Source: an optimization exercise on an open RTL-to-GDS flow (aim: small area and a short achievable clock period). Production flows keep margins and buffers that such runs may drop.
Function was checked by simulation only, so behaviour that the tests miss may differ from the original.
No activity file was given, so power comes from the tool's default toggle rates.

## the baseline
==> module AddrGen, before the edit <==
module AddrGen(
  input  [31:0] r1n,
  input  [11:0] imm,
  output [31:0] addr
);
  genvar gi;
  wire [11:0] an = r1n[11:0];
  wire [11:0] g0, t0;
  generate
    for (gi = 0; gi < 12; gi = gi + 1) begin : g_gt
      GtN u (.an(an[gi]), .b(imm[gi]), .g(g0[gi]), .t(t0[gi]));
    end
  endgenerate
  wire [11:0] g1, t1, g2, t2, g3, t3, g4;
  generate
    for (gi = 0; gi < 12; gi = gi + 1) begin : g_ks
      if (gi >= 1) begin : l1
        Ao21 ug (.g1(g0[gi]), .t1(t0[gi]), .g0(g0[gi-1]), .g(g1[gi]));
        And2 ut (.a(t0[gi]), .b(t0[gi-1]), .y(t1[gi]));
      end else begin : l1n
        assign g1[gi] = g0[gi];
        assign t1[gi] = t0[gi];
      end
      if (gi >= 2) begin : l2
        Ao21 ug (.g1(g1[gi]), .t1(t1[gi]), .g0(g1[gi-2]), .g(g2[gi]));
        And2 ut (.a(t1[gi]), .b(t1[gi-2]), .y(t2[gi]));
      end else begin : l2n
        assign g2[gi] = g1[gi];
        assign t2[gi] = t1[gi];
      end
      if (gi >= 4) begin : l3
        Ao21 ug (.g1(g2[gi]), .t1(t2[gi]), .g0(g2[gi-4]), .g(g3[gi]));
        And2 ut (.a(t2[gi]), .b(t2[gi-4]), .y(t3[gi]));
      end else begin : l3n
        assign g3[gi] = g2[gi];
        assign t3[gi] = t2[gi];
      end
      if (gi >= 8) begin : l4
        Ao21 ug (.g1(g3[gi]), .t1(t3[gi]), .g0(g3[gi-8]), .g(g4[gi]));
      end else begin : l4n
        assign g4[gi] = g3[gi];
      end
    end
  endgenerate
  wire [11:0] c   = {g4[10:0], 1'b0};
  wire [11:0] x   = an ^ ~imm;
  wire [11:0] lo  = x ^ c;
  wire        c12 = g4[11];
  wire [19:0] hn = r1n[31:12];
  wire [19:0] hi = ~hn;
  wire [19:0] A [0:5];
  wire [19:0] D [0:5];
  assign A[0] = hi;
  assign D[0] = hn;
  genvar l;
  generate
    for (l = 0; l < 5; l = l + 1) begin : g_pl
      for (gi = 0; gi < 20; gi = gi + 1) begin : g_b
        if ((gi >> l) & 1) begin : m
          localparam integer J = ((gi >> l) << l) - 1;
          And2 ua (.a(A[l][gi]), .b(A[l][J]), .y(A[l+1][gi]));
          And2 ud (.a(D[l][gi]), .b(D[l][J]), .y(D[l+1][gi]));
        end else begin : k
          assign A[l+1][gi] = A[l][gi];
          assign D[l+1][gi] = D[l][gi];
        end
      end
    end
  endgenerate
  wire [19:0] incm = {A[5][18:0], 1'b1};
  wire [19:0] decm = {D[5][18:0], 1'b1};
  wire        sgn = imm[11];
  wire [19:0] withC = sgn ? hi : hi ^ incm;
  wire [19:0] noC   = sgn ? hi ^ decm : hi;
  assign addr = {c12 ? withC : noC, lo};
endmodule
export LEC_CHECK = 0
export CAP_MARGIN = 20
export CORE_MARGIN = 2
export CORE_UTILIZATION = 50
export SETUP_SLACK_MARGIN = 5
export SLEW_MARGIN = 20
export SYNTH_HIERARCHICAL = 1
create_clock -name core_clock -period 14.5 [get_ports {clock}]
standard.sh (not shown) runs the stock make flow with config.mk's settings and CLKGATE_MAP_FILE= SYNTH_SCRIPT=/design/flow/synth_recipe.tcl, a recipe that flattens the netlist after the stock synthesis.
==> flow/flow/run.sh <==
#!/bin/bash
# Layout flow: the standard flow (standard.sh) with the standard synthesis
# unchanged, and two changes to how the layout is made:
#  - the port buffers are buf_2 cells instead of the delay buffers buffer_ports
#    picks by default (every port still gets its buffer);
#  - the clock tree is built without dummy loads, from larger sink clusters.
# Each step's full output goes to a log file of its own in this folder.
set -euo pipefail
bash standard.sh synth > log_1_synth.txt 2>&1
bash standard.sh \
  "BUFFER_PORTS_ARGS=-buffer_cell sky130_fd_sc_hd__buf_2" \
  "CTS_ARGS=-sink_clustering_enable -repair_clock_nets -dont_use_dummy_load -sink_clustering_size 30 -sink_clustering_max_diameter 100" \
  finish > log_2_layout.txt 2>&1
The baseline reached the end of the flow, and the finished layout is clean on the timing, design-rule and antenna checks.
Input-level comparison between the candidate and the baseline:
==> flow/design.v, changed modules only <==
module AddrGen(
  input  [31:0] r1n,
  input  [11:0] imm,
  output [31:0] addr
);
  genvar gi;
  wire [11:0] an = r1n[11:0];
  wire [11:0] g0, t0;
  generate
    for (gi = 0; gi < 12; gi = gi + 1) begin : g_gt
      GtN u (.an(an[gi]), .b(imm[gi]), .g(g0[gi]), .t(t0[gi]));
    end
  endgenerate
  wire [11:0] g1, t1, g2, t2, g3, t3, g4;
  generate
    for (gi = 0; gi < 12; gi = gi + 1) begin : g_ks
      if (gi >= 1) begin : l1
        Ao21 ug (.g1(g0[gi]), .t1(t0[gi]), .g0(g0[gi-1]), .g(g1[gi]));
        And2 ut (.a(t0[gi]), .b(t0[gi-1]), .y(t1[gi]));
      end else begin : l1n
        assign g1[gi] = g0[gi];
        assign t1[gi] = t0[gi];
      end
      if (gi >= 2) begin : l2
        Ao21 ug (.g1(g1[gi]), .t1(t1[gi]), .g0(g1[gi-2]), .g(g2[gi]));
        And2 ut (.a(t1[gi]), .b(t1[gi-2]), .y(t2[gi]));
      end else begin : l2n
        assign g2[gi] = g1[gi];
        assign t2[gi] = t1[gi];
      end
      if (gi >= 4) begin : l3
        Ao21 ug (.g1(g2[gi]), .t1(t2[gi]), .g0(g2[gi-4]), .g(g3[gi]));
        And2 ut (.a(t2[gi]), .b(t2[gi-4]), .y(t3[gi]));
      end else begin : l3n
        assign g3[gi] = g2[gi];
        assign t3[gi] = t2[gi];
      end
      if (gi >= 8) begin : l4
        Ao21 ug (.g1(g3[gi]), .t1(t3[gi]), .g0(g3[gi-8]), .g(g4[gi]));
      end else begin : l4n
        assign g4[gi] = g3[gi];
      end
    end
  endgenerate
  wire [11:0] c   = {g4[10:0], 1'b0};
  wire [11:0] x   = an ^ ~imm;
  wire [11:0] lo  = x ^ c;
  wire [19:0] hn = r1n[31:12];
  wire [19:0] hi = ~hn;
  wire [19:0] A [0:5];
  wire [19:0] D [0:5];
  assign A[0] = hi;
  assign D[0] = hn;
  genvar l;
  generate
    for (l = 0; l < 5; l = l + 1) begin : g_pl
      for (gi = 0; gi < 20; gi = gi + 1) begin : g_b
        if ((gi >> l) & 1) begin : m
          localparam integer J = ((gi >> l) << l) - 1;
          And2 ua (.a(A[l][gi]), .b(A[l][J]), .y(A[l+1][gi]));
          And2 ud (.a(D[l][gi]), .b(D[l][J]), .y(D[l+1][gi]));
        end else begin : k
          assign A[l+1][gi] = A[l][gi];
          assign D[l+1][gi] = D[l][gi];
        end
      end
    end
  endgenerate
  wire [19:0] incm = {A[5][18:0], 1'b1};
  wire [19:0] decm = {D[5][18:0], 1'b1};
  wire        sgn = imm[11];
  wire [19:0] withC = sgn ? hi : hi ^ incm;
  wire [19:0] noC   = sgn ? hi ^ decm : hi;
  wire [3:0] c12x;
  wire [19:0] up;
  generate
    for (gi = 0; gi < 4; gi = gi + 1) begin : g_c12
      Ao21 uc (.g1(g3[11]), .t1(t3[11]), .g0(g3[3]), .g(c12x[gi]));
    end
    for (gi = 0; gi < 20; gi = gi + 1) begin : g_up
      Mux2 um (.s(c12x[gi / 5]), .a1(withC[gi]), .a0(noC[gi]), .y(up[gi]));
    end
  endgenerate
  assign addr = {up, lo};
endmodule
module Mux2(input s, a1, a0, output y);
  assign y = s ? a1 : a0;
endmodule
### Flow results
| sequential share of layout area | lower: the candidate |
On gate count of the mapped netlist, the lower figure sits with the baseline, not the candidate.
For the per-instance average area after synthesis, the candidate came in 0.74% lower than the baseline did.
Power in combinational cells for the candidate: about 2% up relative to the baseline
Cell count in the candidate vs the baseline: up 1.7%
Delta(via total after detailed routing, the candidate - the baseline) > 0
Status for the baseline and the candidate: clean finish in the baseline only
The candidate ran in full, but the layout does not pass; the checks complain about max-slew violations.
On wire length on met1: the candidate sits below the baseline.
Re non-clock buffer count: the candidate is about 3.7% up on the baseline.
In terms of buffering overhead, the candidate and the baseline differ only marginally.
The candidate vs the baseline: area of the mapped netlist up slightly
Compared with the baseline, the candidate shows global-route wire length before repair lower by about 0.8%.


Starting RTL as in the previous note.
export LEC_CHECK = 0
export CAP_MARGIN = 20
export CORE_MARGIN = 2
export CORE_UTILIZATION = 58
export SETUP_SLACK_MARGIN = 5
export SLEW_MARGIN = 20
export SYNTH_HIERARCHICAL = 1
create_clock -name core_clock -period 14.5 [get_ports {clock}]
==> flow/flow/run.sh <==
#!/bin/bash
# Layout flow: the standard flow (standard.sh) with the standard synthesis
# unchanged, and two changes to how the layout is made:
#  - the port buffers are buf_2 cells instead of the delay buffers buffer_ports
#    picks by default (every port still gets its buffer);
#  - the clock tree is built without dummy loads, from larger sink clusters.
# Each step's full output goes to a log file of its own in this folder.
set -euo pipefail
bash standard.sh synth > log_1_synth.txt 2>&1
bash standard.sh \
  "BUFFER_PORTS_ARGS=-buffer_cell sky130_fd_sc_hd__buf_2" \
  "CTS_ARGS=-sink_clustering_enable -repair_clock_nets -dont_use_dummy_load -sink_clustering_size 25 -sink_clustering_max_diameter 80" \
  finish > log_2_layout.txt 2>&1
The baseline completed without violations.
Change:
--- a/flow/design.v
+++ b/flow/design.v
@@ -197,5 +197,4 @@
   wire [11:0] x   = an ^ ~imm;
   wire [11:0] lo  = x ^ c;
-  wire        c12 = g4[11];
   wire [19:0] hn = r1n[31:12];
   wire [19:0] hi = ~hn;
@@ -224,5 +223,15 @@
   wire [19:0] withC = sgn ? hi : hi ^ incm;
   wire [19:0] noC   = sgn ? hi ^ decm : hi;
-  assign addr = {c12 ? withC : noC, lo};
+  wire [3:0] c12x;
+  wire [19:0] up;
+  generate
+    for (gi = 0; gi < 4; gi = gi + 1) begin : g_c12
+      Ao21 uc (.g1(g3[11]), .t1(t3[11]), .g0(g3[3]), .g(c12x[gi]));
+    end
+    for (gi = 0; gi < 20; gi = gi + 1) begin : g_up
+      Mux2 um (.s(c12x[gi / 5]), .a1(withC[gi]), .a0(noC[gi]), .y(up[gi]));
+    end
+  endgenerate
+  assign addr = {up, lo};
 endmodule
 module GtN(input an, b, output g, t);
@@ -233,4 +242,7 @@
   assign y = a & b & c;
 endmodule
+module Mux2(input s, a1, a0, output y);
+  assign y = s ? a1 : a0;
+endmodule
 module Xor2(input a, b, output y);
   assign y = a ^ b;
Now the flow produced a layout that fails on max-slew violations.
Routed wire length rose slightly.
Worst setup slack gets better by 0.13 ns.
Utilization came out lower by 0.61 points.
Synthesized cell count went up slightly.
Power is about the same.

==> static timing again, ports no longer ideal <==
How much do the figures lean on ideal ports? The routed layouts below were timed once more, with nothing changed but the port constraints.
Step 1 sets driving cells, clkbuf_16 on the clock port and buf_2 on the other inputs (assumed; they add their load-dependent delay and slew).
Step 2 also shifts input and output timing later by t, the mid clock arrival at the registers, as if the neighbouring blocks saw the same clock.
a / b / c = no drivers / after step 1 / after step 2; a / b = the first two.
run	shift t [ns]	slack for setup (ns)	worst slew at a driven data input, ns
the baseline	0.730	4.762 / 4.695 / 4.428	0.13
the candidate	0.723	4.918 / 4.880 / 4.467	0.06
the first run of note 2	0.745	4.849 / 4.591 / 4.460	0.29
the second run of note 2	0.750	4.980 / 4.929 / 4.444	0.07
The setup slack of the second run of note 2, which loses most, moves by -0.051 ns with the drivers and by -0.536 ns with both steps.
